This is an optimization exercise on Yosys and OpenROAD, whose aim is small area, a short achievable clock period and few clock cycles, not a production implementation. In this exercise RTL edits were held to simulation tests only and were not proved equivalent to the original.

File: config.mk
export PLATFORM = sky130hd
export DESIGN_NAME = cpu
export DESIGN_NICKNAME = cpu
export VERILOG_FILES = /design/flow/design.v
export SDC_FILE = /design/flow/constraint.sdc
export NUM_CORES = 4
export LEC_CHECK = 0
export CAP_MARGIN = 20
export CORE_MARGIN = 2
export CORE_UTILIZATION = 40
export SLEW_MARGIN = 20
File: constraint.sdc
create_clock -name core_clock -period 22.0 [get_ports {clk}]
set_input_delay 4.4000 -clock core_clock [delete_from_list [all_inputs] [get_ports {clk}]]
set_output_delay 4.4000 -clock core_clock [all_outputs]
set_load 0.01 [all_outputs]
File: design.v
module cpu (
    input  wire        clk,
    input  wire        reset,
    output wire [31:0] mem_addr,
    output wire [31:0] mem_wdata,
    output wire        mem_we,
    input  wire [31:0] mem_rdata
);
    reg  [31:0] ma;                  
    reg  [31:0] wd;                  
    reg         we;                  
    reg         isf0, isf1, isf2;    
    reg  [31:0] fpc;                 
    reg  [31:0] npc;                 
    reg  [31:0] ir;
    reg         irv;
    reg         l1v, l2v, l3v;
    reg  [4:0]  l1r, l2r, l3r;
    reg  [1:0]  l1t, l2t, l3t;       
    reg  [1:0]  rmw;                 
    reg  [31:0] rf [0:31];           
    reg  [31:0] rv;                  
    assign mem_addr  = ma;
    assign mem_wdata = wd;
    assign mem_we    = we;
    wire [5:0]  op  = ir[31:26];
    wire [4:0]  rs  = ir[25:21];
    wire [4:0]  rt  = ir[20:16];
    wire [4:0]  rd  = ir[15:11];
    wire [4:0]  sh  = ir[10:6];
    wire [5:0]  fn  = ir[5:0];
    wire [15:0] imm = ir[15:0];
    wire [31:0] sext = {{16{imm[15]}}, imm};
    wire rtype  = (op == 6'h00);
    wire r_add  = rtype & (fn == 6'h20);
    wire r_sub  = rtype & (fn == 6'h22);
    wire r_and  = rtype & (fn == 6'h24);
    wire r_slt  = rtype & (fn == 6'h2A);
    wire r_sll  = rtype & (fn == 6'h00);
    wire r_srl  = rtype & (fn == 6'h02);
    wire r_sra  = rtype & (fn == 6'h03);
    wire r_sllv = rtype & (fn == 6'h04);
    wire r_srav = rtype & (fn == 6'h07);
    wire r_jr   = rtype & (fn == 6'h08);
    wire r_brk  = rtype & (fn == 6'h0D);
    wire i_addi = (op == 6'h08) | (op == 6'h09);
    wire i_slti = (op == 6'h0A);
    wire i_lui  = (op == 6'h0F);
    wire i_ld   = (op == 6'h23) | (op == 6'h21) | (op == 6'h20);
    wire i_sw   = (op == 6'h2A);
    wire i_sp   = (op == 6'h29) | (op == 6'h28);     
    wire i_br   = (op[5:2] == 4'b0001);              
    wire i_j    = (op == 6'h02);
    wire i_jal  = (op == 6'h03);
    wire r_shift = r_sll | r_srl | r_sra | r_sllv | r_srav;
    wire w_rd    = r_add | r_sub | r_and | r_slt | r_shift;
    wire w_rt    = i_addi | i_slti | i_lui;
    wire writes  = w_rd | w_rt | i_jal;
    wire [4:0] dest = w_rd ? rd : (w_rt ? rt : 5'd31);
    wire uses_rs = ~(i_j | i_jal);
    wire uses_rt = rtype | i_br | i_sw | i_sp;
    wire d_wr    = writes | i_ld;
    wire [4:0] d_dest = i_ld ? rt : dest;
    wire [31:0] ra = rv[rs] ? rf[rs] : ((rs == 5'd29) ? 32'd227 : 32'd0);
    wire [31:0] rb = rv[rt] ? rf[rt] : ((rt == 5'd29) ? 32'd227 : 32'd0);
    wire hz1 = l1v & ((uses_rs & (rs == l1r)) | (uses_rt & (rt == l1r)) | (d_wr & (d_dest == l1r)));
    wire hz2 = l2v & ((uses_rs & (rs == l2r)) | (uses_rt & (rt == l2r)) | (d_wr & (d_dest == l2r)));
    wire hz3 = l3v & (writes | (uses_rs & (rs == l3r)) | (uses_rt & (rt == l3r)));
    wire e_ok = irv & ~hz1 & ~hz2 & ~hz3 & ~r_brk & (rmw == 2'd0);
    wire rmw_end = (rmw == 2'd3);
    wire use_imm = i_addi | i_slti | i_ld | i_sw | i_sp;
    wire do_sub  = r_sub | r_slt | i_slti | i_br;
    wire [31:0] bop = use_imm ? sext : rb;
    wire [31:0] sum = ra + (do_sub ? ~bop : bop) + {31'd0, do_sub};
    wire lt = (ra[31] ^ bop[31]) ? ra[31] : sum[31];
    wire eq = (ra == rb);
    wire [31:0] shv = (r_sllv | r_srav) ? ra : rb;
    wire [4:0]  sha = (r_sllv | r_srav) ? rb[4:0] : sh;
    wire        sh_left  = r_sll | r_sllv;
    wire        sh_arith = r_sra | r_srav;
    wire [31:0] shl = shv << sha;
    wire signed [31:0] sra = $signed(shv) >>> sha;
    wire [31:0] shr = sh_arith ? sra : (shv >> sha);
    wire [31:0] shres = sh_left ? shl : shr;
    reg [31:0] res;
    always @(*) begin
        if (r_and)               res = ra & rb;
        else if (r_slt | i_slti) res = {31'd0, lt};
        else if (i_lui)          res = {imm, 16'd0};
        else if (r_shift)        res = shres;
        else if (i_jal)          res = npc;
        else                     res = sum;
    end
    reg taken;
    always @(*) begin
        case (op[1:0])
            2'b00: taken = eq;           
            2'b01: taken = ~eq;          
            2'b10: taken = lt | eq;      
            default: taken = ~(lt | eq);  
        endcase
    end
    wire [31:0] btgt = npc + {sext[29:0], 2'b00};
    wire [31:0] jtgt = {npc[31:28], ir[25:0], 2'b00};
    wire [31:0] tgt  = r_jr ? ra : ((i_j | i_jal) ? jtgt : btgt);
    wire redirect = e_ok & ((i_br & taken) | i_j | i_jal | r_jr);
    wire consume  = (e_ok & ~i_sp) | rmw_end;
    wire memop    = (e_ok & (i_ld | i_sw | i_sp)) | rmw_end;
    wire ir_free  = ~irv | consume;
    wire drop     = isf2 & ~redirect & ~ir_free;
    wire kill     = redirect | drop;
    wire [31:0] fa  = redirect ? tgt : (drop ? npc : fpc);
    wire [31:0] fa4 = fa + 32'd4;
    reg [31:0] ldata;
    always @(*) begin
        case (l3t)
            2'd2:    ldata = mem_rdata;
            2'd1:    ldata = {16'd0, mem_rdata[15:0]};
            default: ldata = {24'd0, mem_rdata[7:0]};
        endcase
    end
    wire        wen   = l3v | (e_ok & writes);
    wire [4:0]  waddr = l3v ? l3r : dest;
    wire [31:0] wdat  = l3v ? ldata : res;
    always @(posedge clk) begin
        if (wen) rf[waddr] <= wdat;
    end
    always @(posedge clk or posedge reset) begin
        if (reset) rv <= 32'd0;
        else if (wen) rv[waddr] <= 1'b1;
    end
    always @(posedge clk or posedge reset) begin
        if (reset) begin
            ma   <= 32'd0;
            we   <= 1'b0;
            isf0 <= 1'b1;
            isf1 <= 1'b0;
            isf2 <= 1'b0;
            fpc  <= 32'd4;
            npc  <= 32'd4;
            irv  <= 1'b0;
            l1v  <= 1'b0;
            l2v  <= 1'b0;
            l3v  <= 1'b0;
            rmw  <= 2'd0;
        end else begin
            ma   <= memop ? sum : fa;
            we   <= (e_ok & i_sw) | rmw_end;
            fpc  <= memop ? fa : fa4;
            npc  <= redirect ? fa4 : (consume ? npc + 32'd4 : npc);
            isf0 <= ~memop;
            isf1 <= isf0 & ~kill;
            isf2 <= isf1 & ~kill;
            if (isf2 & ~redirect & ir_free) irv <= 1'b1;
            else if (consume)               irv <= 1'b0;
            l1v  <= e_ok & i_ld;
            l2v  <= l1v;
            l3v  <= l2v;
            if (e_ok & i_sp)  rmw <= 2'd1;
            else if (rmw != 2'd0) rmw <= rmw + 2'd1;
        end
    end
    always @(posedge clk) begin
        if (isf2 & ~redirect & ir_free) ir <= mem_rdata;
        l1r <= rt;
        l1t <= op[1] ? 2'd2 : (op[0] ? 2'd1 : 2'd0);
        l2r <= l1r;  l2t <= l1t;
        l3r <= l2r;  l3t <= l2t;
        if (e_ok & (i_sw | i_sp))  wd <= rb;
        else if (rmw_end)          wd <= op[0] ? {mem_rdata[31:16], wd[15:0]}    
                                               : {mem_rdata[31:8],  wd[7:0]};    
    end
endmodule
File: run.sh
#!/bin/bash
# synth_recipe.tcl (not shown) runs the flow's synth.tcl, then flattens the netlist and writes it again
# the make line also repeats each setting of config.mk as NAME=value (left out here)
make -C /OpenROAD-flow-scripts/flow DESIGN_CONFIG=/design/flow/config.mk WORK_HOME=/design/flow/orfs CLKGATE_MAP_FILE= SYNTH_SCRIPT=/design/flow/synth_recipe.tcl finish
==> results of run 1 <==
[layout make-up]
| class | count | area, sq um | area share (%) |
|---|---|---|---|
| sequential | 1257 | 36800 | 46.7 |
| inverter | 41 | 161 | 0.205 |
| timing repair buffer | 296 | 2510 | 3.19 |
| clock inverter | 76 | 935 | 1.19 |
| clock buffer | 166 | 3620 | 4.60 |
| multi-input combinational | 3143 | 31900 | 40.4 |
| antenna | 2 | 5.00 | 0.00635 |
| tap | 2325 | 2910 | 3.69 |
[flip-flops by register name, indices dropped and copies added, names as in the netlist, 5 cells and up, named ones only]
signal,flops
fpc,32
ir,32
l1r,5
l2r,5
l3r,5
ma,32
npc,32
rf,1024
rv,32
wd,32
[critical path: cells and delay by family (launching register included)]
family          cells  cell delay, ns
compound gates      8            2.15
xor+xnor            1            0.09
fa+ha+maj           2            0.67
buf+inv             5            1.76
flops               1            0.90
mux                 6            2.35
simple gates        8            1.85
[metal layers]
layer / track usage (%) / wire length (microns) / vias up
met5: 0 / 0 / -
met4: 12.1 / 12200 / 0
met3: 5.26 / 23300 / 503
met2: 42.6 / 115000 / 2716
met1: 37.7 / 97700 / 24800
li1: - / - / 19500
[worst max path at each step]
stage          slack [ns]  depth (start not counted)       to
2_1_floorplan       13.91                          1   fpc[0]
3_3_place_gp        12.03                         30  npc[16]
3_5_place_dp        12.03                         30  npc[26]
4_1_cts             11.98                         30  npc[16]
5_1_grt             11.04                         30  npc[24]
6_report            11.95                         30  npc[16]
[cell usage in the layout, fill, tap and decap left out, types with 22 or more instances in the layout]
cell type        Yosys  final
nand2_1            358    355
dfrtp_1            135    135
o21ai_0            192    176
clkdlybuf4s50_1      0     98
clkbuf_16            0    140
clkinv_1             0     24
mux4_2             644    644
mux2i_1            260    257
nand4_1             30     30
nand3_1             70     70
ha_1               101    101
nor2_1             279    245
dfxtp_1             31     23
a21oi_1            245    243
and2_1              38     39
a211oi_1            41     41
a31oi_1             34     32
o211ai_1            34     34
a21o_1              45     45
nor2_4               0     33
xor2_1              72     72
clkbuf_1           163     24
xnor2_1            114    114
buf_4               38    193
mux2_2              95     95
inv_1               37     36
nand2b_1            22     22
and3_1              29     29
o21bai_1            48     48
nor3_1              79     78
edfxtp_1          1088   1088
[cell families after synthesis]
| group | after synthesis |
|---|---|
| simple gates | 1003 |
| xor+xnor | 186 |
| mux | 1000 |
| buf+inv | 388 |
| compound gates | 851 |
| flops | 1257 |
| fa+ha+maj | 103 |
==> results.yml, run 1 <==
outcome:
  outcome: "finished clean"
cts:
  clock_latency_ns: 0.81
  cts_resized: 0
  cts_tree: "done"
  htreeDepth: 4
  cts_max_path_buffers: 3
  cts_setup_buffers: 0
  numCtsBuffers: 137
  hold_buffers: 0
  cts_root_buf: "clkbuf_16"
  clk_pin_slew_worst_paths_ns: 0.06
  cts.sinks: 1257
synth:
  synth_top_family_by_area: "multiplexers"
  synth_compound_area_share_pct: 7.83
  synth_cell_types: 101
  synth_fa_ha_area_share_pct: 1.87
  synth_commonest_cells: "edfxtp_1, mux4_2, nand2_1, nor2_1, mux2i_1"
  synth_top_area_share_pct: 46.8
  synth_area_leader_cell: "edfxtp_1"
  synth.most_common_cell: "edfxtp_1"
  syn-num-nets: 4925
  synth_cells: 4788
  async_flop_share_pct: 11.0
  yosys.area_share.simple_pct: 6.61
  synthXorXnorAreaFrac_pct: 2.33
  post_synth_instance_area_sq_um: 69800
  synthTopCellsByArea: "edfxtp_1, mux4_2, dfrtp_1"
  synth_edf_count: 1088
  synth_ff_type: "edfxtp_1"
  yosysSeqAreaShare_pct: 52.7
  muxShareOfSynthArea_pct: 26.1
  ys_seq_elements: 1257
  synth_warnings: 1
  syn_avg_cell_area_sq_um: 14.6
hold_path:
  hp-start: "l1t[0]"
  min_path_type: "reg2reg"
  holdPathStages: 0
  hold_path_end: "l2t[0]"
place:
  routabilityCongestion: 1.02
  hpwl_microns: 155000
  post_dp_cell_area_sq_um: 74200
  place_inst: 7060
  port_buffers: 98
  dp_slack_ns: 12.03
timing:
  whs_ns: 0.327
  setup_violations: 0
  fin_crit_sh_pct: 45.7
  slew_viol_final: 0
  rsz0062_at_grt: "no"
  worst_pin_slew_ns: 1.16
  maxSlewHeadroom_pct: 22.9
  skew_ns: 0.0561
  fmax_ghz: 0.0995
  finalHoldViolCount: 0
  fin_crit_ns: 10.05
  fin_ws_ns: 11.95
  fin_setup_tns_ns: 0
global_routing:
  track_usage_pct: 27.5
  grt-ovfl-total: 0
  antenna_found_initial: 6
  grt_max_degree: 101
  grt_pass1_vias: 46100
  grt_pass1_wl_microns: 350000
floorplan:
  start_util_pct: 40.2
  die_w_microns: 422
  pin_count: 99
  fp.dieArea_sq_um: 178000
  core_area_sq_um: 174000
  num_rows: 153
  die_h_microns: 422
drt:
  ant_nets: 0
  vias: 47500
  drc: 0
  vias_per_cell: 6.50
  wl_microns: 248000
  firstDrtPassIters: 8
  drt_iter0_drc: 7124
  post_drt_wl_per_cell_microns: 33.9
setup_path:
  reg2reg_to: "npc[16]"
  end_kind: "flip-flop"
  crit_type: "reg2reg"
  crit_arrival_ns: 10.75
  cp_slowest_stage_delay_ns: 0.90
  cpMaxStageDelayCell: "dfxtp_4"
  r2r.worst_path.cells: 30
  required_ns: 22.70
  cp_max_fo: 100
  path_common_cell: "mux2i_1"
  r2r_slack_ns: 11.95
  cp-start-kind: "flip-flop"
run:
  cap_violations: 0
finish:
  fin_cells: 7306
  num-fill-cells: 15300
  postLayoutCellArea_sq_um: 78800
  final_nets: 5013
  syn_to_final_growth_pct: 12.9
  drive_gt1_share_pct: 25.6
  final_util_pct: 45.4
Testbench counts, summed over its fixed seeds: cycles 31,730.
==> run 2: changes to the inputs <==
--- a/design.v
+++ b/design.v
@@ -12,6 +12,7 @@
     reg         isf0, isf1, isf2;    
-    reg  [31:0] fpc;                 
-    reg  [31:0] npc;                 
+    reg  [31:0] fsave;               
+    reg  [31:0] pc;                  
     reg  [31:0] ir;
     reg         irv;
+    reg         boot;                
     reg         l1v, l2v, l3v;
@@ -20,2 +21,4 @@
     reg  [1:0]  rmw;                 
+    reg         rmwh;                
+    reg  [31:0] da;                  
     reg  [31:0] rf [0:31];           
@@ -68,4 +71,7 @@
     wire hz3 = l3v & (writes | (uses_rs & (rs == l3r)) | (uses_rt & (rt == l3r)));
-    wire e_ok = irv & ~hz1 & ~hz2 & ~hz3 & ~r_brk & (rmw == 2'd0);
     wire rmw_end = (rmw == 2'd3);
+    wire e_mem   = i_ld | i_sw | i_sp;
+    wire e_ctl   = i_br | i_j | i_jal | r_jr;
+    wire hzm     = ((rmw != 2'd0) & e_mem) | (rmw_end & e_ctl);
+    wire e_ok = irv & ~hz1 & ~hz2 & ~hz3 & ~hzm & ~r_brk;
     wire use_imm = i_addi | i_slti | i_ld | i_sw | i_sp;
@@ -84,2 +90,5 @@
     wire [31:0] shres = sh_left ? shl : shr;
+    wire [31:0] pc4 = pc + 32'd4;
+    wire [31:0] pc8 = pc + 32'd8;
+    wire [3:0]  pc8h = pc8[31:28];
     reg [31:0] res;
@@ -90,3 +99,3 @@
         else if (r_shift)        res = shres;
-        else if (i_jal)          res = npc;
+        else if (i_jal)          res = pc4;
         else                     res = sum;
@@ -102,13 +111,17 @@
     end
-    wire [31:0] btgt = npc + {sext[29:0], 2'b00};
-    wire [31:0] jtgt = {npc[31:28], ir[25:0], 2'b00};
-    wire [31:0] tgt  = r_jr ? ra : ((i_j | i_jal) ? jtgt : btgt);
-    wire redirect = e_ok & ((i_br & taken) | i_j | i_jal | r_jr);
-    wire consume  = (e_ok & ~i_sp) | rmw_end;
-    wire memop    = (e_ok & (i_ld | i_sw | i_sp)) | rmw_end;
+    wire [31:0] btgt = pc4 + {sext[29:0], 2'b00};
+    wire [31:0] jtgt = {pc4[31:28], ir[25:0], 2'b00};
+    wire [31:0] tgt  = r_jr ? ra : btgt;
+    wire redirect = e_ok & ((i_br & taken) | r_jr);
+    wire consume  = e_ok;
+    wire memop    = e_ok & e_mem;
     wire ir_free  = ~irv | consume;
+    wire ir_load  = isf2 & ~redirect & ir_free;
     wire drop     = isf2 & ~redirect & ~ir_free;
-    wire kill     = redirect | drop;
-    wire [31:0] fa  = redirect ? tgt : (drop ? npc : fpc);
-    wire [31:0] fa4 = fa + 32'd4;
+    wire pj       = ir_load & (mem_rdata[31:27] == 5'b00001);
+    wire [3:0]  pjh = irv ? pc8h : pc4[31:28];           
+    wire [31:0] pjt = {pjh, mem_rdata[25:0], 2'b00};
+    wire kill     = redirect | drop | pj;
+    wire [31:0] fpc = isf0 ? ma + 32'd4 : fsave;
+    wire [31:0] fa  = redirect ? tgt : (pj ? pjt : (drop ? pc4 : fpc));
     reg [31:0] ldata;
@@ -127,4 +140,4 @@
     end
-    always @(posedge clk or posedge reset) begin
-        if (reset) rv <= 32'd0;
+    always @(posedge clk) begin
+        if (boot)     rv <= 32'd0;
         else if (wen) rv[waddr] <= 1'b1;
@@ -138,5 +151,4 @@
             isf2 <= 1'b0;
-            fpc  <= 32'd4;
-            npc  <= 32'd4;
             irv  <= 1'b0;
+            boot <= 1'b1;
             l1v  <= 1'b0;
@@ -146,11 +158,10 @@
         end else begin
-            ma   <= memop ? sum : fa;
+            ma   <= rmw_end ? da : (memop ? sum : fa);
             we   <= (e_ok & i_sw) | rmw_end;
-            fpc  <= memop ? fa : fa4;
-            npc  <= redirect ? fa4 : (consume ? npc + 32'd4 : npc);
-            isf0 <= ~memop;
+            isf0 <= ~(memop | rmw_end);
             isf1 <= isf0 & ~kill;
             isf2 <= isf1 & ~kill;
-            if (isf2 & ~redirect & ir_free) irv <= 1'b1;
-            else if (consume)               irv <= 1'b0;
+            if (ir_load)      irv <= 1'b1;
+            else if (consume) irv <= 1'b0;
+            boot <= 1'b0;
             l1v  <= e_ok & i_ld;
@@ -163,3 +174,9 @@
     always @(posedge clk) begin
-        if (isf2 & ~redirect & ir_free) ir <= mem_rdata;
+        fsave <= fa;
+        if (boot)          pc <= 32'd0;
+        else if (redirect) pc <= tgt;
+        else if (consume)  pc <= (i_j | i_jal) ? jtgt : pc4;
+        if (ir_load) begin
+            ir  <= mem_rdata;
+        end
         l1r <= rt;
@@ -168,5 +185,9 @@
         l3r <= l2r;  l3t <= l2t;
+        if (e_ok & i_sp) begin
+            da   <= sum;
+            rmwh <= op[0];
+        end
         if (e_ok & (i_sw | i_sp))  wd <= rb;
-        else if (rmw_end)          wd <= op[0] ? {mem_rdata[31:16], wd[15:0]}    
-                                               : {mem_rdata[31:8],  wd[7:0]};    
+        else if (rmw_end)          wd <= rmwh ? {mem_rdata[31:16], wd[15:0]}    
+                                              : {mem_rdata[31:8],  wd[7:0]};    
     end
==> flow/run.sh (new file) <==
#!/bin/bash
# Own layout flow: the standard synthesis unchanged, then the standard
# layout with a larger setup-slack margin for ORFS's repair_timing, so that the
# layout is optimised for a clock well below the 22 ns it is signed off at.
# Each step's full output goes to a log file in the work folder.
set -euo pipefail
bash standard.sh synth > synth.log 2>&1
bash standard.sh SETUP_SLACK_MARGIN=16 finish > layout.log 2>&1
==> standard.sh (new file) <==
#!/bin/bash
# synth_recipe.tcl (not shown) runs the flow's synth.tcl, then flattens the netlist and writes it again
# the make line also repeats each setting of config.mk as NAME=value (left out here)
make -C /OpenROAD-flow-scripts/flow DESIGN_CONFIG=/design/flow/config.mk WORK_HOME=/design/flow/orfs CLKGATE_MAP_FILE= SYNTH_SCRIPT=/design/flow/synth_recipe.tcl "${@:-finish}"
removed: run.sh
==> results.yml, run 2 <==
synth:
  yosysSeqAreaShare_pct: 51.5
  synth_ff_type: "edfxtp_1"
  async_flop_share_pct: 3.33
  post_synth_instance_area_sq_um: 72500
  syn-num-nets: 5901
  synth_cells: 5764
  synth_fa_ha_area_share_pct: 1.81
  synth_area_leader_cell: "edfxtp_1"
  synth_top_family_by_area: "multiplexers"
  synthTopCellsByArea: "edfxtp_1, mux4_2, mux2i_1"
  muxShareOfSynthArea_pct: 19.7
  synth_compound_area_share_pct: 12.5
  synthXorXnorAreaFrac_pct: 2.13
  synth_warnings: 1
  synth_cell_types: 98
  synth_commonest_cells: "edfxtp_1, mux2i_1, nand2_1, mux4_2, nor2_1"
  synth_top_area_share_pct: 46.5
  syn_avg_cell_area_sq_um: 12.6
  synth.most_common_cell: "edfxtp_1"
  ys_seq_elements: 1291
  yosys.area_share.simple_pct: 9.21
  synth_edf_count: 1121
floorplan:
  die_h_microns: 430
  fp.dieArea_sq_um: 185000
  core_area_sq_um: 180000
  start_util_pct: 40.2
  pin_count: 99
  num_rows: 156
  die_w_microns: 430
finish:
  drive_gt1_share_pct: 26.2
  mostFrequentLayoutCells: "edfxtp_1, mux2i_1, nand2_1"
  final_common_cell: "edfxtp_1"
  largest_reg_flops: 1024
  regMostFlops: "rf"
  syn_to_final_growth_pct: 21.3
  num-fill-cells: 15700
  final_nets: 6285
cts:
  clock_latency_ns: 0.84
  cts_max_path_buffers: 3
  clk_pin_slew_worst_paths_ns: 0.06
  cts_root_buf: "clkbuf_16"
  cts.sinks: 1291
  cts_tree: "done"
  numCtsBuffers: 143
  htreeDepth: 4
setup_path:
  cpMaxStageDelayCell: "or4_4"
  cp_slowest_stage_delay_ns: 0.54
  cp_max_fo: 24
  end_kind: "flip-flop"
  required_ns: 22.59
  crit_type: "reg2reg"
  path_buf_inv: 7
  critPathTopFamily: "compound AO/OA/AOI/OAI gates"
  crit_arrival_ns: 6.93
  path_common_cell: "a21o_1"
  cp-start-kind: "flip-flop"
timing:
  setup_violations: 0
  finalHoldViolCount: 0
  fmax_ghz: 0.158
  worst_pin_slew_ns: 1.33
  slew_viol_final: 0
  fin_crit_sh_pct: 28.8
  skew_ns: 0.0541
  fin_crit_ns: 6.34
  fin_ws_ns: 15.66
  maxSlewHeadroom_pct: 11.2
  fin_setup_tns_ns: 0
  rsz0062_at_grt: "yes"
global_routing:
  antenna_found_initial: 16
  grt_pass1_vias: 56000
  grt_max_degree: 66
  track_usage_pct: 34.8
  grt_pass1_wl_microns: 450000
  grt-ovfl-total: 0
place:
  dp_slack_ns: 12.48
  hpwl_microns: 200000
  port_buffers: 98
  routabilityCongestion: 1.07
drt:
  top_layer: "met5"
  wl_met1_microns: 118000
  wl_microns: 338000
  firstDrtPassIters: 9
  vias_per_cell: 6.97
  met3_wirelength_microns: 46200
  drc: 0
  post_drt_wl_per_cell_microns: 39.1
  drt_iter0_drc: 9706
  dr_wl_met2_microns: 147000
  ant_nets: 0
  vias: 60200
run:
  cap_violations: 0
hold_path:
  min_path_type: "reg2reg"
outcome:
  outcome: "finished clean"
-- run 2: cell types whose count changed in the layout (fill, tap and decap cells not counted), moves of 95 or more --
cell / previous run / this run
mux4_2: 644 / 396
a22oi_1: 16 / 209
mux2i_1: 257 / 435
buf_4: 193 / 367
dfrtp_1: 135 / 21
dfxtp_1: 23 / 118
-- run 2: final cells by class --
| type | instances | area, sq um | share of cell area [%] |
|---|---|---|---|
| flip-flops and latches | 1291 | 37300 | 42.5 |
| multi-input cells | 3956 | 35100 | 40.0 |
| repair buffers | 642 | 7330 | 8.34 |
| clock buffers | 177 | 3740 | 4.25 |
| well taps | 2370 | 2970 | 3.37 |
| clock inverters | 85 | 920 | 1.05 |
| inverters | 114 | 465 | 0.530 |
| diodes | 5 | 12.5 | 0.0142 |
-- run 2: path summary, 6_finish.rpt --
kind | cells after the start | start | end | slack (ns)
max | 26 | flip-flop | rf[23][30] | 15.66
min | 0 | l2t[0] | l3t[0] | 0.33
max reg2reg | 26 | flip-flop | rf[23][30] | 15.66
min reg2reg | 0 | l2t[0] | l3t[0] | 0.33
max in group asynchronous | 3 | reset | ma[22] | 17.45
min in group asynchronous | 3 | reset | ma[8] | 4.04
-- run 2: logic make-up (layout without fill, tap and decap cells) --
kind of cell	after synthesis	in the layout
other	1	6
DFF	1291	1291
adders and majority gates	104	104
xor gates and xnor gates	176	176
and+or+nand+nor	1410	1418
buffers and inverters	535	1018
AOI/OAI and AO/OA	1330	1340
muxes	917	917
-- run 2: per-layer routing --
metal  vias up  GRT usage [%]
met5         -              0
met4        20           20.9
met3      1225           10.6
met2      5010           52.9
met1     30300           43.7
li1      23700              -
-- run 2: metrics by stage --
| stage | std cells | util, % | hold WS (ns) | area, sq um |
|---|---|---|---|---|
| after floorplan | 5764 | - | 0.310 | 72600 |
| after global placement | 8021 | 42.6 | 0.312 | 76800 |
| after detailed placement | 8022 | 42.6 | 0.317 | 76800 |
| after CTS | 8521 | 47.5 | 0.326 | 85700 |
| after global routing | 8635 | 48.7 | 0.338 | 87900 |
| final | 8640 | 48.7 | 0.327 | 87900 |
-- run 2: timing repair --
item | in CTS | in global routing
setup buffers | 190 | 85
endpoints found under the setup margin | 1391 | 1253
cloned | 47 | 27
endpoints found under the hold margin | 0 | 0
resized for setup | 440 | 219
hold buffers | 0 | 0
pin swaps | 58 | 67
Testbench counts of run 2, summed over its fixed seeds: cycles 29,288.
==> run 3: changes to the inputs <==
--- a/design.v
+++ b/design.v
@@ -20,2 +20,3 @@
     reg  [1:0]  l1t, l2t, l3t;       
+    reg  [1:0]  sk;                  
     reg  [1:0]  rmw;                 
@@ -86,6 +87,12 @@
     wire        sh_arith = r_sra | r_srav;
-    wire [31:0] shl = shv << sha;
-    wire signed [31:0] sra = $signed(shv) >>> sha;
-    wire [31:0] shr = sh_arith ? sra : (shv >> sha);
-    wire [31:0] shres = sh_left ? shl : shr;
+    function [31:0] rev(input [31:0] x);
+        integer k;
+        begin
+            for (k = 0; k < 32; k = k + 1) rev[k] = x[31-k];
+        end
+    endfunction
+    wire [31:0] shx  = sh_left ? rev(shv) : shv;
+    wire        shf  = sh_arith & shv[31];
+    wire [63:0] shy  = {{32{shf}}, shx} >> sha;
+    wire [31:0] shres = sh_left ? rev(shy[31:0]) : shy[31:0];
     wire [31:0] pc4 = pc + 32'd4;
@@ -114,3 +121,8 @@
     wire [31:0] tgt  = r_jr ? ra : btgt;
-    wire redirect = e_ok & ((i_br & taken) | r_jr);
+    wire [1:0] nfl  = {1'b0, isf2} + {1'b0, isf1} + {1'b0, isf0};    
+    wire short_br   = (imm[15:2] == 14'd0) & (imm[1:0] != 2'd0) & (imm[1:0] < nfl);
+    wire btaken     = e_ok & i_br & taken;
+    wire skip       = btaken & short_br;
+    wire redirect   = (btaken & ~short_br) | (e_ok & r_jr);
+    wire skipping   = skip | (sk != 2'd0);           
     wire consume  = e_ok;
@@ -118,4 +130,4 @@
     wire ir_free  = ~irv | consume;
-    wire ir_load  = isf2 & ~redirect & ir_free;
-    wire drop     = isf2 & ~redirect & ~ir_free;
+    wire ir_load  = isf2 & ~redirect & ~skipping & ir_free;
+    wire drop     = isf2 & ~redirect & ~skipping & ~ir_free;
     wire pj       = ir_load & (mem_rdata[31:27] == 5'b00001);
@@ -157,3 +169,6 @@
             rmw  <= 2'd0;
+            sk   <= 2'd0;
         end else begin
+            if (skip)            sk <= imm[1:0] - {1'b0, isf2};
+            else if (isf2 & (sk != 2'd0)) sk <= sk - 2'd1;
             ma   <= rmw_end ? da : (memop ? sum : fa);
@@ -176,3 +191,3 @@
         if (boot)          pc <= 32'd0;
-        else if (redirect) pc <= tgt;
+        else if (redirect | skip) pc <= tgt;
         else if (consume)  pc <= (i_j | i_jal) ? jtgt : pc4;
==> results.yml, run 3 <==
outcome:
  outcome: "complete, but fails checks"
  so.violations: "capacitance limit, slew limit"
drt:
  vias_per_cell: 6.86
  post_drt_wl_per_cell_microns: 38.9
  drc: 0
  drt_iter0_drc: 9225
  firstDrtPassIters: 6
  wl_microns: 311000
  vias: 54900
  ant_nets: 0
timing:
  fin_setup_tns_ns: 0
  finalHoldViolCount: 0
  maxSlewHeadroom_pct: -37.5
  skew_ns: 0.0882
  whs_ns: 0.329
  fin_ws_ns: 15.40
  fin_crit_sh_pct: 30.0
  setup_violations: 0
  fin_crit_ns: 6.60
  worst_pin_slew_ns: 2.04
  slew_viol_final: 3
  rsz0062_at_grt: "yes"
  fmax_ghz: 0.152
finish:
  multiInputGateArea_sq_um: 34900
  largest_reg_flops: 1024
  num-fill-cells: 14700
  final_common_cell: "edfxtp_1"
  seqCellArea_sq_um: 37400
  fin_cells: 7993
  final_nets: 5674
  mostFrequentLayoutCells: "edfxtp_1, mux4_2, nand2_1"
  regMostFlops: "rf"
  drive_gt1_share_pct: 34.8
  syn_to_final_growth_pct: 25.5
synth:
  yosysSeqAreaShare_pct: 52.8
  ys_seq_elements: 1293
  synth_edf_count: 1121
  syn_avg_cell_area_sq_um: 14.0
  synth.most_common_cell: "edfxtp_1"
  synth_cell_types: 108
  syn-num-nets: 5201
  synth_cells: 5060
  synth_warnings: 1
  synth_area_leader_cell: "edfxtp_1"
  synth_commonest_cells: "edfxtp_1, mux4_2, nand2_1, nor2_1, a21oi_1"
  post_synth_instance_area_sq_um: 70700
  synth_top_area_share_pct: 47.6
  synthTopCellsByArea: "edfxtp_1, mux4_2, dfxtp_1"
  async_flop_share_pct: 3.48
  synth_ff_type: "edfxtp_1"
global_routing:
  grt_pass1_wl_microns: 423000
  use_met2_pct: 49.2
  grt_pass1_vias: 52200
  gr-usage-met1_pct: 44.3
  top_usage_layer: "met2"
  grt-ovfl-total: 0
  track_usage_pct: 33.8
  antenna_found_initial: 19
  grt_max_degree: 65
  use_met3_pct: 10.2
place:
  place_inst: 7346
  dp_slack_ns: 12.22
  hpwl_microns: 183000
  port_buffers: 98
  routabilityCongestion: 1.05
cts:
  clock_latency_ns: 0.86
  cts_root_buf: "clkbuf_16"
  cts_max_path_buffers: 3
  numCtsBuffers: 142
  htreeDepth: 4
  clk_pin_slew_worst_paths_ns: 0.06
  cts_tree: "done"
  cts.sinks: 1293
setup_path:
  crit_type: "reg2reg"
  r2r_slack_ns: 15.40
  cp-start-kind: "flip-flop"
  end_kind: "flip-flop"
  cp_max_fo: 11
  required_ns: 22.71
  crit_arrival_ns: 7.31
floorplan:
  fp.dieArea_sq_um: 180000
  pin_count: 99
  die_h_microns: 424
  start_util_pct: 40.2
  die_w_microns: 424
  num_rows: 154
  core_area_sq_um: 176000
hold_path:
  min_path_type: "reg2reg"
run:
  cap_violations: 1
## run 3: changes by cell type in the layout (fill, tap and decap cells not counted), sizes merged, moves of 19 or more
| cell | delta |
|---|---|
| nand4 | -46 |
| buf | +36 |
| mux4 | +210 |
| a311oi | -19 |
| a21oi | -22 |
| nor2 | -34 |
| a21o | -39 |
| nand3 | -61 |
| a22oi | -202 |
| nand2 | -34 |
| mux2i | -233 |
| o21a | -19 |
| and2 | -33 |
## run 3: per-stage QoR
stage | utilization [%] | instance area (sq um)
after global placement | 42.7 | 75100
after global routing | 50.4 | 88600
after detailed placement | 42.8 | 75200
after floorplan | - | 71100
final | 50.4 | 88600
after CTS | 49.4 | 86800
## run 3: timing repair
| action | CTS | global route |
|---|---|---|
| pin swaps | 185 | 127 |
| gates resized for setup | 741 | 203 |
| cloned | 95 | 14 |
| setup endpoints to repair | 1520 | 1593 |
| hold buffers | 0 | 0 |
| setup buffers | 203 | 67 |
## run 3: worst max-delay path, cell delays in order, from the launching register on
cell	delay, ns
dfxtp_1	0.68
nand3_1	0.33
xor2_1	0.63
inv_1	0.27
ha_1	0.34
inv_1	0.12
o21bai_1	0.12
a21oi_1	0.21
o21ai_0	0.20
a211o_1	0.41
a31o_2	0.32
a21oi_1	0.26
o21ai_0	0.15
a21oi_1	0.22
xnor2_1	0.14
o21ai_0	1.55
nor2_1	0.17
o31a_1	0.37
## run 3: path summary, 6_finish.rpt
check	from	end	depth (start not counted)
max in group asynchronous	reset	ma[18]	3
min reg2reg	l2t[0]	l3t[0]	0
max reg2reg	pc[2]	ma[22]	17
max	pc[2]	ma[22]	17
min	l2t[0]	l3t[0]	0
min in group asynchronous	reset	l3v	3
## run 3: final cells by class
class / count / share of cell area, %
clock inverter: 85 / 1.09
clock buffer: 169 / 4.18
multi-input combinational: 3322 / 39.3
antenna: 10 / 0.0282
timing repair buffer: 675 / 9.43
inverter: 99 / 0.440
tap: 2340 / 3.30
sequential: 1293 / 42.2
## run 3: kinds of logic (layout without fill, tap and decap cells)
family | after synthesis | in the layout | synth area share (%)
flops | 1293 | 1293 | 52.8
simple gates | 1155 | 1164 | 7.44
compound gates | 936 | 955 | 8.60
mux | 903 | 903 | 23.8
buf+inv | 473 | 1028 | 3.03
xor+xnor | 191 | 191 | 2.37
fa+ha+maj | 108 | 108 | 1.94
other cells | 1 | 11 | 0.00531
## run 3: layer usage
metal | vias to the layer above | share of wire (%)
li1 | 21300 | -
met1 | 28200 | 36
met2 | 4348 | 43
met3 | 933 | 13
met4 | 12 | 7.4
met5 | - | 0.031
Testbench counts of run 3, summed over its fixed seeds: cycles 28,911.
==> run 4: changes to the inputs <==
--- a/design.v
+++ b/design.v
@@ -76,3 +76,3 @@
     wire hzm     = ((rmw != 2'd0) & e_mem) | (rmw_end & e_ctl);
-    wire e_ok = irv & ~hz1 & ~hz2 & ~hz3 & ~hzm & ~r_brk;
+    wire e_ok = irv & ~hz1 & ~hz2 & ~hz3 & ~hzm;
     wire use_imm = i_addi | i_slti | i_ld | i_sw | i_sp;
@@ -120,3 +120,3 @@
     wire [31:0] jtgt = {pc4[31:28], ir[25:0], 2'b00};
-    wire [31:0] tgt  = r_jr ? ra : btgt;
+    wire [31:0] tgt  = r_jr ? ra : (r_brk ? pc : btgt);    
     wire [1:0] nfl  = {1'b0, isf2} + {1'b0, isf1} + {1'b0, isf0};    
@@ -125,3 +125,3 @@
     wire skip       = btaken & short_br;
-    wire redirect   = (btaken & ~short_br) | (e_ok & r_jr);
+    wire redirect   = (btaken & ~short_br) | (e_ok & (r_jr | r_brk));
     wire skipping   = skip | (sk != 2'd0);           
--- a/config.mk
+++ b/config.mk
@@ -7,5 +7,5 @@
 export LEC_CHECK = 0
-export CAP_MARGIN = 20
+export CAP_MARGIN = 30
 export CORE_MARGIN = 2
 export CORE_UTILIZATION = 40
-export SLEW_MARGIN = 20
+export SLEW_MARGIN = 30
==> results.yml, run 4 <==
place:
  hpwl_microns: 193000
  post_dp_cell_area_sq_um: 75300
  place_inst: 7655
  dp_slack_ns: 12.10
  port_buffers: 98
  routabilityCongestion: 1.03
cts:
  cts_tree: "done"
  htreeDepth: 4
  hold_buffers: 0
  clk_pin_slew_worst_paths_ns: 0.06
  numCtsBuffers: 145
  cts.sinks: 1293
  cts_max_path_buffers: 3
  cts_root_buf: "clkbuf_16"
  clock_latency_ns: 0.85
setup_path:
  path_common_cell: "buf_4"
  cp-start-kind: "flip-flop"
  crit_type: "reg2reg"
  cp_slowest_stage_delay_ns: 0.57
  end_kind: "flip-flop"
  r2r.worst_path.cells: 22
  required_ns: 22.72
  cp_max_fo: 13
  worstPathCellList: "buf_16, buf_4, and3b_4, buf_4, a22oi_1, o211ai_1, nor2_1, buf_4, buf_4, nor2_1, ha_1, nor4_1, nand4_1, o31ai_1, nand2_1, a21boi_1, nor2_1, nand4_1, buf_12, mux2_4, mux2_4, a221o_1"
  crit_arrival_ns: 7.09
  cpMaxStageDelayCell: "nor2_1"
finish:
  fin_cells: 8312
  syn_to_final_growth_pct: 24.1
  postLayoutCellArea_sq_um: 87700
  n_antenna_cell: 0
  final_util_pct: 49.8
  final_common_cell: "edfxtp_1"
  final_nets: 5993
  largest_reg_flops: 1024
  drive_gt1_share_pct: 29.7
  regMostFlops: "rf"
  mostFrequentLayoutCells: "edfxtp_1, mux4_2, buf_4"
synth:
  synth_top_area_share_pct: 47.6
  synth_top_family_by_area: "multiplexers"
  synth_cells: 5390
  synthTopCellsByArea: "edfxtp_1, mux4_2, mux2i_1"
  syn_avg_cell_area_sq_um: 13.1
  synth_edf_count: 1121
  synth_warnings: 1
  synth_fa_ha_area_share_pct: 1.93
  synth_cell_types: 90
  synth_compound_area_share_pct: 11.3
  yosys.area_share.simple_pct: 8.59
  post_synth_instance_area_sq_um: 70700
  synthXorXnorAreaFrac_pct: 2.31
  muxShareOfSynthArea_pct: 20.1
  ys_seq_elements: 1293
  synth.most_common_cell: "edfxtp_1"
  syn-num-nets: 5531
  async_flop_share_pct: 3.48
  synth_area_leader_cell: "edfxtp_1"
  yosysSeqAreaShare_pct: 52.8
  synth_commonest_cells: "edfxtp_1, mux4_2, nor2_1, nand2_1, mux2i_1"
  synth_ff_type: "edfxtp_1"
global_routing:
  grt_pass1_wl_microns: 434000
  track_usage_pct: 34.7
  antenna_found_initial: 17
  grt-ovfl-total: 0
  grt_max_degree: 63
  grt_pass1_vias: 53700
timing:
  fmax_ghz: 0.157
  worst_pin_slew_ns: 1.23
  skew_ns: 0.0696
  whs_ns: 0.322
  finalHoldViolCount: 0
  fin_crit_ns: 6.38
  fin_crit_sh_pct: 29.0
  maxSlewHeadroom_pct: 17.5
  slew_viol_final: 0
  rsz0062_at_grt: "yes"
  fin_setup_tns_ns: 0
  setup_violations: 0
  fin_ws_ns: 15.62
drt:
  post_drt_wl_per_cell_microns: 38.9
  wl_microns: 323000
  drc: 0
  ant_nets: 0
  vias: 56700
  vias_per_cell: 6.82
  firstDrtPassIters: 6
  drt_iter0_drc: 8919
run:
  cap_violations: 0
hold_path:
  min_path_type: "reg2reg"
  holdPathStages: 0
floorplan:
  fp.dieArea_sq_um: 180000
  die_h_microns: 424
  die_w_microns: 424
  core_area_sq_um: 176000
  pin_count: 99
  num_rows: 154
  start_util_pct: 40.2
outcome:
  outcome: "finished clean"
## run 4: worst paths after layout
path                            startpoint      to  slack [ns]
worst max-delay path             flip-flop  ma[15]       15.62
worst min-delay path                l1t[0]  l2t[0]        0.32
worst max register to register   flip-flop  ma[15]       15.62
worst min register to register      l1t[0]  l2t[0]        0.32
max in group asynchronous            reset  ma[22]       17.35
min in group asynchronous            reset   ma[0]        4.07
## run 4: logic make-up after synthesis
logic type / after synthesis
xor+xnor: 186
buf+inv: 481
compound gates: 1158
other cells: 1
mux: 854
flops: 1293
fa+ha+maj: 107
simple gates: 1310
## run 4: worst max-delay path, delay by kind of cell, from the launching register on
| family | cells | cell delay, ns |
|---|---|---|
| compound gates | 5 | 1.37 |
| fa+ha+maj | 1 | 0.35 |
| simple gates | 8 | 2.23 |
| mux | 2 | 0.55 |
| flops | 1 | 0.40 |
| buf+inv | 6 | 1.30 |
## run 4: per-layer routing
layer	track usage, %	routed length [microns]	vias up
met1	44.4	116000	28800
met4	21.7	25800	20
met2	52.8	142000	4346
li1	-	-	22500
met5	0	140	-
met3	8.74	38500	1044
## run 4: what timing repair did
item                                     CTS  global route
pin swaps                                118           134
resized for setup                        603           206
cloned                                    53            17
buffers inserted                         206           114
endpoints found under the setup margin  1447          1336
## run 4: layout make-up
class | instances | area (sq um)
Clock buffer | 182 | 3850
Tap cell | 2340 | 2930
Inverter | 85 | 319
Sequential cell | 1293 | 37400
Multi-Input combinational cell | 3627 | 34000
Timing Repair Buffer | 700 | 8260
Fill cell | 15000 | 88300
Clock inverter | 85 | 897
Testbench counts of run 4, summed over its fixed seeds: cycles 28,911.
==> run 5: changes to the inputs <==
--- a/config.mk
+++ b/config.mk
@@ -10,2 +10,3 @@
 export CORE_UTILIZATION = 40
+export CTS_BUF_LIST = sky130_fd_sc_hd__clkbuf_8
 export SLEW_MARGIN = 30
==> results.yml, run 5 <==
outcome:
  outcome: "finished clean"
timing:
  finalHoldViolCount: 0
  setup_violations: 0
  fin_crit_sh_pct: 30.0
  slew_viol_final: 0
  fin_crit_ns: 6.60
  rsz0062_at_grt: "yes"
  worst_pin_slew_ns: 1.17
  skew_ns: 0.124
  fmax_ghz: 0.152
  maxSlewHeadroom_pct: 22.3
  fin_setup_tns_ns: 0
synth:
  synth_warnings: 1
  synth_ff_type: "edfxtp_1"
  synth.most_common_cell: "edfxtp_1"
  post_synth_instance_area_sq_um: 70700
  synth_area_leader_cell: "edfxtp_1"
  syn-num-nets: 5531
  syn_avg_cell_area_sq_um: 13.1
  synth_commonest_cells: "edfxtp_1, mux4_2, nor2_1, nand2_1, mux2i_1"
  synth_cells: 5390
  ys_seq_elements: 1293
  async_flop_share_pct: 3.48
  yosysSeqAreaShare_pct: 52.8
  synthTopCellsByArea: "edfxtp_1, mux4_2, mux2i_1"
  synth_cell_types: 90
  synth_edf_count: 1121
  synth_top_area_share_pct: 47.6
finish:
  final_nets: 6102
  syn_to_final_growth_pct: 24.5
  regMostFlops: "rf"
  final_util_pct: 50.0
  mostFrequentLayoutCells: "edfxtp_1, mux4_2, buf_4"
  fin_cells: 8485
  largest_reg_flops: 1024
  num-fill-cells: 15000
  final_common_cell: "edfxtp_1"
  drive_gt1_share_pct: 31.8
global_routing:
  antenna_found_initial: 17
  track_usage_pct: 35.0
  grt_pass1_vias: 54400
  grt_max_degree: 63
  grt-ovfl-total: 0
  grt_pass1_wl_microns: 438000
hold_path:
  min_path_type: "reg2reg"
  hold_path_end: "l3t[1]"
  holdPathStages: 0
  hp-start: "l2t[1]"
place:
  routabilityCongestion: 1.03
  place_inst: 7655
  port_buffers: 98
  hpwl_microns: 193000
setup_path:
  end_kind: "flip-flop"
  crit_type: "reg2reg"
  crit_arrival_ns: 7.46
  cp-start-kind: "flip-flop"
  required_ns: 22.86
  r2r.worst_path.cells: 20
  r2r_slack_ns: 15.41
  cp_max_fo: 37
  reg2reg_to: "ma[6]"
cts:
  htreeDepth: 4
  cts.sinks: 1293
  hold_buffers: 0
  cts_tree: "done"
  cts_root_buf: "clkbuf_8"
  clk_pin_slew_worst_paths_ns: 0.07
  numCtsBuffers: 212
  cts_max_path_buffers: 3
  clock_latency_ns: 1.07
drt:
  firstDrtPassIters: 7
  wl_microns: 327000
  post_drt_wl_per_cell_microns: 38.5
  vias: 57500
  drt_iter0_drc: 8763
  drc: 0
  vias_per_cell: 6.78
  ant_nets: 0
floorplan:
  pin_count: 99
  core_area_sq_um: 176000
  fp.dieArea_sq_um: 180000
  num_rows: 154
  start_util_pct: 40.2
  die_w_microns: 424
  die_h_microns: 424
run:
  cap_violations: 0
-- run 5: cell counts after synthesis --
Identical to the previous run, type by type.
-- run 5: final cells by class --
type,instances,area (sq um),share of cell area (%)
clock inverter,168,1010,1.15
clock buffer,221,3040,3.46
sequential,1293,37400,42.5
tap,2340,2930,3.33
timing repair buffer,740,9010,10.2
multi-input combinational,3629,34300,39.0
inverter,85,319,0.363
antenna,9,22.5,0.0256
-- run 5: timing repair --
action,4_1_cts,5_1_grt
endpoints found under the setup margin,1447,1353
setup buffers,259,78
pin swaps,147,142
cloned,60,34
gates resized for setup,839,208
-- run 5: cells by family (layout without fill, tap and decap cells) --
kind of cell	Yosys count	count (layout)	share of synthesized area (%)
AOI/OAI and AO/OA	1158	1166	11.3
muxes	854	854	20.1
DFF	1293	1293	52.8
buffers and inverters	481	1214	2.94
and+or+nand+nor	1310	1315	8.59
other	1	10	0.00531
xor gates and xnor gates	186	186	2.31
adders and majority gates	107	107	1.93
-- run 5: worst max-delay path by stage --
stage	startpoint	to	slack, ns
2_1_floorplan	mem_rdata[30]	ma[15]	15.72
3_3_place_gp	flip-flop	flip-flop	12.08
3_5_place_dp	flip-flop	flip-flop	12.10
4_1_cts	ma[22]	mem_addr[22]	15.78
5_1_grt	flip-flop	ma[15]	15.57
6_report	flip-flop	ma[6]	15.41
-- run 5: layer usage --
metal | up-vias | share of wire [%] | global-route usage (%)
met5 | - | 0.021 | 0
met4 | 10 | 7.7 | 22.9
met3 | 1066 | 13 | 9.26
met2 | 4550 | 44 | 52.7
met1 | 29200 | 36 | 44.6
li1 | 22800 | - | -
-- run 5: critical path: stages, from the launching register on --
cell	delay, ns
dfxtp_4	0.41
buf_16	0.20
nand2_1	0.20
buf_4	0.38
a211oi_1	0.09
a2111oi_0	0.80
nor3_1	0.26
nor2_2	0.48
ha_1	0.34
nor4_1	0.45
nand4_1	0.40
o31ai_1	0.37
nand2_1	0.15
a21boi_0	0.43
nor2_1	0.09
nand4_1	0.20
buf_12	0.15
buf_8	0.15
mux2i_1	0.28
mux2i_4	0.11
a221o_1	0.31
-- run 5: through the flow --
step	setup slack, ns	hold WS, ns	cell area, sq um
after detailed placement	12.10	0.319	75300
after floorplan	15.72	0.310	70900
after global routing	15.57	0.329	88000
final	15.41	0.327	88000
after global placement	12.08	0.313	75100
after CTS	15.78	0.329	85600
==> run 6: changes to the inputs <==
--- a/design.v
+++ b/design.v
@@ -67,4 +67,7 @@
     wire [4:0] d_dest = i_ld ? rt : dest;
-    wire [31:0] ra = rv[rs] ? rf[rs] : ((rs == 5'd29) ? 32'd227 : 32'd0);
-    wire [31:0] rb = rv[rt] ? rf[rt] : ((rt == 5'd29) ? 32'd227 : 32'd0);
+    wire [4:0]  ars = mem_rdata[25:21];
+    wire [4:0]  art = mem_rdata[20:16];
+    wire [31:0] pra = rv[ars] ? rf[ars] : ((ars == 5'd29) ? 32'd227 : 32'd0);
+    wire [31:0] prb = rv[art] ? rf[art] : ((art == 5'd29) ? 32'd227 : 32'd0);
+    reg  [31:0] ra, rb;
     wire hz1 = l1v & ((uses_rs & (rs == l1r)) | (uses_rt & (rt == l1r)) | (d_wr & (d_dest == l1r)));
@@ -195,2 +198,7 @@
             ir  <= mem_rdata;
+            ra  <= (wen & (waddr == ars)) ? wdat : pra;
+            rb  <= (wen & (waddr == art)) ? wdat : prb;
+        end else begin
+            if (wen & (waddr == rs)) ra <= wdat;
+            if (wen & (waddr == rt)) rb <= wdat;
         end
--- a/config.mk
+++ b/config.mk
@@ -10,3 +10,2 @@
 export CORE_UTILIZATION = 40
-export CTS_BUF_LIST = sky130_fd_sc_hd__clkbuf_8
 export SLEW_MARGIN = 30
==> results.yml, run 6 <==
outcome:
  outcome: "finished clean"
synth:
  synth.most_common_cell: "edfxtp_1"
  synthTopCellsByArea: "edfxtp_1, mux4_2, mux2i_1"
  synth_cells: 5256
  syn_avg_cell_area_sq_um: 14.3
  synth_top_area_share_pct: 47.3
  synth_edf_count: 1185
  synth_area_leader_cell: "edfxtp_1"
  synth_cell_types: 108
  synth_ff_type: "edfxtp_1"
  async_flop_share_pct: 3.34
  post_synth_instance_area_sq_um: 75200
  synth_commonest_cells: "edfxtp_1, mux4_2, nor2_1, mux2i_1, clkbuf_1"
  syn-num-nets: 5398
  synth_warnings: 1
  yosysSeqAreaShare_pct: 51.9
  ys_seq_elements: 1347
finish:
  final_nets: 5597
  mostFrequentLayoutCells: "edfxtp_1, mux4_2, mux2i_1"
  drive_gt1_share_pct: 29.6
  num-fill-cells: 15900
  multiInputGateArea_sq_um: 35600
  final_util_pct: 47.6
  seqCellArea_sq_um: 39100
  largest_reg_flops: 1024
  syn_to_final_growth_pct: 18.4
  final_common_cell: "edfxtp_1"
  fin_cells: 8070
  regMostFlops: "rf"
floorplan:
  die_w_microns: 438
  num_rows: 159
  core_area_sq_um: 187000
  die_h_microns: 438
  pin_count: 99
  start_util_pct: 40.2
  fp.dieArea_sq_um: 191000
place:
  hpwl_microns: 176000
  routabilityCongestion: 1.01
  port_buffers: 98
  place_inst: 7621
timing:
  worst_pin_slew_ns: 1.21
  slew_viol_final: 0
  skew_ns: 0.0391
  maxSlewHeadroom_pct: 19.5
  fin_crit_sh_pct: 28.1
  setup_violations: 0
  finalHoldViolCount: 0
  fmax_ghz: 0.162
  fin_setup_tns_ns: 0
  rsz0062_at_grt: "yes"
  fin_crit_ns: 6.18
drt:
  ant_nets: 0
  drt_iter0_drc: 8563
  post_drt_wl_per_cell_microns: 38.6
  firstDrtPassIters: 10
  wl_microns: 311000
  vias: 55600
  vias_per_cell: 6.89
  drc: 0
setup_path:
  cp_max_fo: 8
  required_ns: 22.56
  end_kind: "flip-flop"
  startpoint: "mem_rdata[16]"
  cp-start-kind: "input port"
  worstPathCellList: "buf_16, buf_8, mux4_2, mux4_2, mux2i_4, buf_8, buf_12, buf_16, nor2_1, mux2_4"
  crit_arrival_ns: 6.74
  critPathTopFamily: "multiplexers"
  path_buf_inv: 5
  cpMaxStageDelayCell: "mux4_2"
  cp_slowest_stage_delay_ns: 0.53
  crit_type: "in2reg"
  r2r_start: "ir[30]"
cts:
  cts_max_path_buffers: 3
  numCtsBuffers: 146
  cts_root_buf: "clkbuf_16"
  clk_pin_slew_worst_paths_ns: 0.06
  cts.sinks: 1347
  cts_tree: "done"
  htreeDepth: 4
  clock_latency_ns: 0.83
global_routing:
  grt_pass1_vias: 53100
  grt-ovfl-total: 0
  grt_max_degree: 69
  antenna_found_initial: 18
  grt_pass1_wl_microns: 425000
  track_usage_pct: 31.7
run:
  cap_violations: 0
hold_path:
  min_path_type: "reg2reg"
  hp-start: "l1t[1]"
-- run 6: routing by layer --
metal,share of wire (%),global-route usage [%]
met3,12,8.19
met1,36,40.9
met2,44,47.7
met5,0.022,0
met4,7.6,20.3
-- run 6: worst register-to-register path, stage by stage, from the launching register on --
cell      delay, ns
edfxtp_1       0.45
buf_4          0.19
buf_4          0.20
nor4_4         0.33
nand2_1        0.32
buf_4          0.41
o21ai_0        0.26
buf_4          0.26
nand2_2        0.46
or3_1          0.54
a31oi_1        0.51
a21oi_1        0.24
o21a_1         0.34
a222oi_1       0.50
nand3_4        0.43
mux2_2         0.42
-- run 6: cells by family (layout without fill, tap and decap cells) --
| logic type | Yosys count | count (layout) | share of synthesized area [%] |
|---|---|---|---|
| fa+ha+maj | 109 | 109 | 1.84 |
| flops | 1347 | 1347 | 51.9 |
| simple gates | 1027 | 1028 | 6.58 |
| mux | 1109 | 1109 | 26.0 |
| other cells | 1 | 8 | 0.00499 |
| buf+inv | 518 | 827 | 2.78 |
| compound gates | 951 | 953 | 8.55 |
| xor+xnor | 194 | 194 | 2.26 |
-- run 6: path summary, 6_finish.rpt --
path	to	slack, ns	depth (start not counted)
setup / recovery	rb[19]	15.82	10
hold reg to reg	l2t[1]	0.33	0
min in group asynchronous	ma[24]	4.03	2
hold / removal	l2t[1]	0.33	0
max in group asynchronous	ma[8]	17.46	2
setup reg to reg	ra[14]	15.93	15
-- run 6: layout make-up --
class                   count  share of cell area, %
clock inverters            71                  0.994
repair inverters            9                 0.0759
inverters                 102                  0.471
clock buffers             190                   4.39
well taps                2495                   3.51
diodes                      7                 0.0197
repair buffers            455                   6.70
multi-input cells        3394                   40.0
flip-flops and latches   1347                   43.9
-- run 6: through the flow --
| stage | setup WS, ns | hold WS, ns | cell area, sq um |
|---|---|---|---|
| after floorplan | 15.36 | 0.310 | 76300 |
| after global placement | 12.48 | 0.311 | 79500 |
| after detailed placement | 12.72 | 0.314 | 79700 |
| after CTS | 15.90 | 0.327 | 87800 |
| after global routing | 15.82 | 0.331 | 89000 |
| final | 15.82 | 0.326 | 89000 |
-- run 6: timing repair --
action	CTS	global route
gates cloned	65	15
buffers inserted	72	28
hold endpoints to repair	0	0
gates resized for setup	343	136
endpoints found under the setup margin	1097	630
pin swaps	26	38
hold buffers	0	0
Testbench counts of run 6, summed over its fixed seeds: cycles 28,911.

==> separate check: timing with driven ports <==
The flow's constraints put no driver on any port. The routed layouts listed below were extracted and timed again, unchanged, in two steps.
Step 1 assumes that a clkbuf_16 drives the clock port and a buf_2 every other input.
Step 2 moves the port delays by t, midway between the first and last clock arrival at a register: inputs arrive t later, outputs are due t later. That takes back most of the time a late clock gives input paths.
Slacks: ideal / step 1 / step 2; pairs: ideal / step 1.
run	t (ns)	setup slack, ns	worst setup path at the end	latest minus earliest clock arrival (ns)	cell pins on the clock port's net
run 1	0.869	11.950 / 11.950 / 11.950	register to register	0.057 / 0.056	1
run 2	0.906	15.656 / 15.656 / 15.074	input to register	0.054 / 0.054	1
run 3	0.898	15.405 / 15.405 / 14.722	input to register	0.088 / 0.088	1
run 4	0.911	15.623 / 15.623 / 14.996	input to register	0.070 / 0.070	1
run 5	1.083	15.405 / 15.405 / 14.725	input to register	0.124 / 0.124	1
run 6	0.901	15.820 / 15.577 / 14.675	input to register	0.039 / 0.039	1
For run 6, which loses most, drivers alone change the setup slack by -0.243 ns; drivers and shift together by -1.145 ns.
